This is an optimization exercise on Yosys and OpenROAD, whose aim is small area, a short achievable clock period and few clock cycles per item, not a production implementation.
Only simulation tests tie the RTL to the original design; equivalence was not proved.
Power is estimated from default activity; no workload was simulated.

### flow/flow/run.sh
#!/bin/bash
# The standard layout (standard.sh) with two changes:
#  - the final ABC mapping of the standard synthesis uses flow/abc_map.script
#    (ORFS's speed script without its blanket upsizing);
#  - the port buffers are the library's smallest plain buffer (buffer_ports
#    otherwise picks a delay cell).
set -euo pipefail
here=$(pwd)
export FLOW_SYNTH_TCL=$here/synth_recipe.tcl
export MY_ABC_SCRIPT=$here/flow/abc_map.script
export BUFFER_PORTS_ARGS="-buffer_cell sky130_fd_sc_hd__buf_1"
sed "s#SYNTH_SCRIPT=[^ ]*#SYNTH_SCRIPT=$here/flow/my_synth.tcl#" standard.sh > my_standard.sh
grep -q "SYNTH_SCRIPT=$here/flow/my_synth.tcl" my_standard.sh
bash my_standard.sh > standard.log 2>&1
### flow/flow/abc_map.script
&get -n
&st
&dch
&nf
&st
&syn2
&if -g -K 6
&synch2
&nf
&st
&syn2
&if -g -K 6
&synch2
&nf
&st
&syn2
&if -g -K 6
&synch2
&nf
&st
&syn2
&if -g -K 6
&synch2
&nf
&st
&syn2
&if -g -K 6
&synch2
&nf
&put
buffer -c
topo
stime -c

dnsize -c
### flow/flow/my_synth.tcl
# The standard flow's synthesis (synth_recipe.tcl, unchanged), except that the final ABC
# technology mapping runs flow/abc_map.script instead of ORFS's speed script
proc abc {args} {
  set i [lsearch -exact $args -script]
  if {$i >= 0} {
    lset args [expr {$i + 1}] $::env(MY_ABC_SCRIPT)
  }
  yosys abc {*}$args
}
source $::env(FLOW_SYNTH_TCL)
### flow/standard.sh
#!/bin/bash
# synth_recipe.tcl (not shown) runs the flow's synth.tcl, then flattens the netlist and writes it again
# the make line also repeats each setting of config.mk as NAME=value (left out here)
make -C /OpenROAD-flow-scripts/flow DESIGN_CONFIG=/design/flow/config.mk WORK_HOME=/design/flow/orfs CLKGATE_MAP_FILE= SYNTH_SCRIPT=/design/flow/synth_recipe.tcl "${@:-finish}"
### flow/config.mk
export PLATFORM = sky130hd
export DESIGN_NAME = unpipelined_divider
export DESIGN_NICKNAME = unpipelined_divider
export VERILOG_FILES = /design/flow/design.v
export SDC_FILE = /design/flow/constraint.sdc
export NUM_CORES = 4
export LEC_CHECK = 0
export CAP_MARGIN = 20
export CORE_MARGIN = 2
export CORE_UTILIZATION = 55
export CTS_BUF_LIST = sky130_fd_sc_hd__clkbuf_4 sky130_fd_sc_hd__clkbuf_8
export SETUP_SLACK_MARGIN = 1.0
export SLEW_MARGIN = 20
### flow/constraint.sdc
create_clock -name core_clock -period 4.0 [get_ports {clk}]
set_input_delay 0.8000 -clock core_clock [delete_from_list [all_inputs] [get_ports {clk}]]
set_output_delay 0.8000 -clock core_clock [all_outputs]
set_load 0.01 [all_outputs]
### flow/design.v
module unpipelined_divider #
(
    parameter N = 32
)
(
    input wire [N-1:0] dividend,
    input wire [N-1:0] divisor,
    input wire start,
    input wire rst,
    input wire clk,
    output wire [N-1:0] quotient,
    output wire [N-1:0] remainder,
    output reg done
);
    reg [N-1:0] rem_reg;    
    reg [N-1:0] dq_reg;     
    reg [4:0]   cnt;        
    reg         busy;
    wire d_nz = |divisor;
    wire sk3 = (|divisor[31:24]) | (d_nz & ~(|dividend[31:8]));
    wire sk2 = (|divisor[31:16]) | (d_nz & ~(|dividend[31:16]));
    wire sk1 = (|divisor[31:8])  | (d_nz & ~(|dividend[31:24]));
    wire [1:0] sh = sk3 ? 2'd3 : sk2 ? 2'd2 : sk1 ? 2'd1 : 2'd0;
    wire [2*N-1:0] load = {{N{1'b0}}, dividend} << {sh, 3'b000};
    wire [N:0] t = {rem_reg, dq_reg[N-1]};
    wire [N-1:0] r_step;
    wire ge;
    div_step #(.N(N)) step (.t(t), .divisor(divisor), .r(r_step), .ge(ge));
    always @(posedge clk) begin
        if (start) begin
            rem_reg <= load[2*N-1:N];
            dq_reg  <= load[N-1:0];
        end else begin
            rem_reg <= r_step;
            dq_reg  <= {dq_reg[N-2:0], ge};
        end
    end
    always @(posedge clk or posedge rst) begin
        if (rst) begin
            busy <= 1'b0;
            done <= 1'b0;
            cnt  <= 5'd0;
        end else begin
            done <= busy && (cnt == 5'd31);
            if (start) begin
                busy <= 1'b1;
                cnt  <= {sh, 3'b000};
            end else if (busy) begin
                cnt <= cnt + 5'd1;
                if (cnt == 5'd31) busy <= 1'b0;
            end
        end
    end
    assign quotient  = dq_reg;
    assign remainder = rem_reg;
endmodule
module div_step #(parameter N = 32) (
    input  wire [N:0]   t,
    input  wire [N-1:0] divisor,
    output wire [N-1:0] r,
    output wire         ge
);
    wire [N-1:0] p = ~(t[N-1:0] ^ divisor);
    wire [N-1:0] g0 = t[N-1:0] & ~divisor;
    wire [N-1:0] gi = {g0[N-1:1], g0[0] | p[0]};
    wire [N-1:0] G [0:5];
    wire [N-1:0] P [0:5];
    assign G[0] = gi;
    assign P[0] = p;
    genvar l, i;
    generate
        for (l = 0; l < 5; l = l + 1) begin : lvl
            for (i = 0; i < N; i = i + 1) begin : bitp
                if ((i >> l) & 1) begin : comb
                    assign G[l+1][i] = G[l][i] | (P[l][i] & G[l][((i >> l) << l) - 1]);
                    assign P[l+1][i] = P[l][i] & P[l][((i >> l) << l) - 1];
                end else begin : pass
                    assign G[l+1][i] = G[l][i];
                    assign P[l+1][i] = P[l][i];
                end
            end
        end
    endgenerate
    wire [N-1:0] cin  = {G[5][N-2:0], 1'b1};
    wire [N-1:0] diff = p ^ cin;
    assign       ge   = t[N] | G[5][N-1];
    assign r = ge ? diff : t[N-1:0];
endmodule
==> results.txt <==
- 1st-pass router iterations: 5
- # diodes: 0
- Starting Density: 57.0%
- I/O Pins: 132
- Vias in the first global route: 4257
- RSZ-0062 raised after global routing: yes
- Post-DR wirelength/cell: 17.5 um
- Largest net degree at the start of global routing: 49
- WP buf/inv: 2
- M3 GR Usage: 6.13%
- Max Cap Viol: 0
- P_leak: 2.54 nW
- Post-Syn Area: 0.00470 mm^2
- Final setup viols: 0
- CP endpoint kind: flip-flop
- Final hold violation count: 0
- Post-synthesis sequential area ratio: 31.0%
- CP cell instances: buf_1 -> ha_2 -> fa_2 -> nand2b_4 -> a21o_1 -> a211o_4 -> a31oi_4 -> a21oi_4 -> buf_6 -> or3_4 -> a31oi_2
- P_sw: 0.665 mW
- Grt ovf: 0
- Routing usage on met2: 46.6%
- Area Overhead vs Synth: 23.5%
- CP startpoint kind: input pin
- CTS Buffer Depth: 2
- Min-delay worst type: in -> async
- Reg power frac: 40.9%
- Initial antenna violation count: 0
- Setup TNS: 0 ps
- Root buffer cell: clkbuf_8
- Via count: 4733
- Top delay family on crit path: compound AO/OA/AOI/OAI gates
- Power Density: 338 mW/mm^2
- Ys flop type: dfxtp_1
- Gpl congestion: 0.916
- Yosys reg bits: 71
- Total Power: 1.96 mW
- IO Port Bufs: 131
- Synthesized area per cell: 8.51 um^2
- Clk Latency, worst-skew pair: 350 ps
- Syn_nets: 658
- CP max-delay cell: a211o_4
- Via density: 5.86
- Part of the power in combinational logic: 29.8%
- Layout cell share with drive strength beyond 1: 11.9%
- Syn Inst Count: 553
- Sw Ratio: 33.9%
- DP Area: 0.00533 mm^2
- Worst slew margin: 57.2%
- Die X-Extent: 96.5 um
- Slew Limit Fails: 0
- Worst slew pin tran: 642 ps
- Clk sinks: 71
- Fmax: 0.335 GHz
- Crit Path Class: in -> reg
- CTS Buf Count: 9
- EDFF count, synth: 0
- # H-tree levels: 3
- DP Cell Count: 775
- Final wirelength: 14200 um
- CTS tree: yes
- DP Wirelength: 10400 um
- Peak VDD IR: 221 uV
- DRC errors left: 0
- Fin area: 0.00581 mm^2
- Nets: 804
- Core area: 0.00826 mm^2
- Clock share of power: 29.3%
- Data required time of the worst path: 4280 ps
- Layout Cells excl Fill: 808
- Met1 Use GR: 40.5%
- First-pass GRT wire length: 20900 um
- Crit-path max FO: 8
- Most Crowded Layer GR: met2
- Status: finished clean
- Post-synth ARST share: 9.86%
- Cell variety after synth: 53
- Minimum clock period: 2990 ps
- Rows: 33
- CP Data Arrival Time: 3260 ps
- Die span in y: 96.5 um
- Clk slew on worst S/H paths: 80 ps
- Iteration-0 DRC Markers: 236
- Die area: 0.00931 mm^2
- Cts hold-fix bufs: 0
- Period utilization: 74.7%
- Internal power: 1.30 mW
- All-Layer GR Usage: 29.3%
- Most common cell after layout, fill and taps aside: buf_1
- Slowest Stage Delay on Critical Path: 380 ps
- Synth Warn #: 2
- Commonest non-fill, non-tap cells in the layout: 130 x buf_1, 64 x dfxtp_1, 52 x inv_1
- Final antenna-violating net count: 0
- Clock Skews: 10.3 ps
-- worst reg2reg max path: cells and delay by family (launching register included) --
kind	cells	cell delay, ps
AO/OA/AOI/OAI	5	1150
buffers and inverters	2	210
AND/OR/NAND/NOR	2	530
adder cells (fa/ha/maj)	2	500
flip-flops	1	380
-- final timing paths --
kind | slack [ps] | cells after the start | to | from
max | 1010 | 11 | rem_reg[6] | divisor[0]
max in group asynchronous | 3430 | 2 | done | rst
min in group core_clock | 470 | 1 | dq_reg[12] | dq_reg[11]
max reg2reg | 1140 | 11 | rem_reg[6] | dq_reg[31]
min reg2reg | 470 | 1 | dq_reg[12] | dq_reg[11]
min | 350 | 2 | busy | rst
-- synth_stat cells, drive strengths merged (8+ instances only) --
library cell,instances,area [um^2]
nor4,16,100
mux2,11,124
o22ai,9,56.3
a31oi,8,50.1
nand3,10,50.1
nand2,33,124
ha,33,413
mux2i,48,480
o21ai,23,115
buf,11,57.6
a221oi,8,70.1
nor2,44,165
xnor2,10,87.6
a21o,10,75.1
xor2,11,96.3
o2bb2ai,9,78.8
inv,52,195
a22o,8,70.1
clkbuf,12,45.0
a21oi,49,249
dfxtp,64,1280
-- cell families (layout without fill, tap and decap cells) --
group                    count (synthesis)  count (layout)  synth area share, %
XOR/XNOR                                21              21                 3.91
AO/OA/AOI/OAI                          153             153                 21.4
AND/OR/NAND/NOR                        136             136                 13.7
flip-flops                              71              71                 31.0
multiplexers                            59              59                 12.8
adder cells (fa/ha/maj)                 38              38                 10.9
buffers and inverters                   75             225                 6.33
-- metrics by stage --
stage	hold WS [ps]	worst slack, ps	utilization (%)
finish	345	1010	70.4
global route	365	947	70.4
CTS	352	988	67.4
detailed placement	450	407	64.5
global placement	446	382	64.5
floorplan	488	983	-
-- power groups by stage --
stage               clock network [mW]  logic (mW)  registers (mW)
finish                           0.575       0.585           0.804
global route                     0.612       0.647           0.809
CTS                              0.583       0.536           0.802
detailed placement                   0       0.529           0.818
global placement                     0       0.520           0.816
floorplan                            0       0.347           0.829
-- cell type report --
cell class	count	area [um^2]
multi-input combinational	407	3130
fill	716	2450
sequential	71	1460
timing repair buffer	158	709
inverter	52	195
clock buffer	10	131
tap	105	131
clock inverter	5	58.8
-- repair_timing --
| action | 4_1_cts | 5_1_grt |
|---|---|---|
| gates cloned | 0 | 1 |
| resized for setup | 3 | 27 |
| setup buffers | 5 | 12 |
| setup endpoints to repair | 40 | 48 |
| pin swaps | 1 | 11 |
-- routing by layer --
| layer | wire length [um] | share of wire (%) |
|---|---|---|
| met4 | 172 | 1.2 |
| met1 | 6270 | 44 |
| met2 | 6640 | 47 |
| met3 | 1080 | 7.7 |
| met5 | 0 | 0 |
Testbench counts, summed over its fixed seeds: cycles 10,456, items 512.

[port drivers added, routing unchanged]
The flow's constraints put no driver on any port. The routed layout listed below was extracted and timed again, unchanged, in two steps. Step 1, drivers: a clkbuf_16 drives clk and a buf_2 each remaining input, both assumed. Step 2 also shifts input and output timing later by t, the mid clock arrival at the registers, as if the neighbouring blocks saw the same clock. Slacks: ideal ports / drivers / drivers and shift; pairs: ideal ports / drivers.
shift t [ns]: 0.384
setup WS [ns]: 1.012 / 1.022 / 0.639
hold slack, ns: 0.345 / 0.329 / 0.467
latest minus earliest clock arrival (ns): 0.014 / 0.015
After both steps setup and hold are still met in this run. For this run, drivers alone change the setup slack by +0.010 ns; drivers and shift together by -0.373 ns.
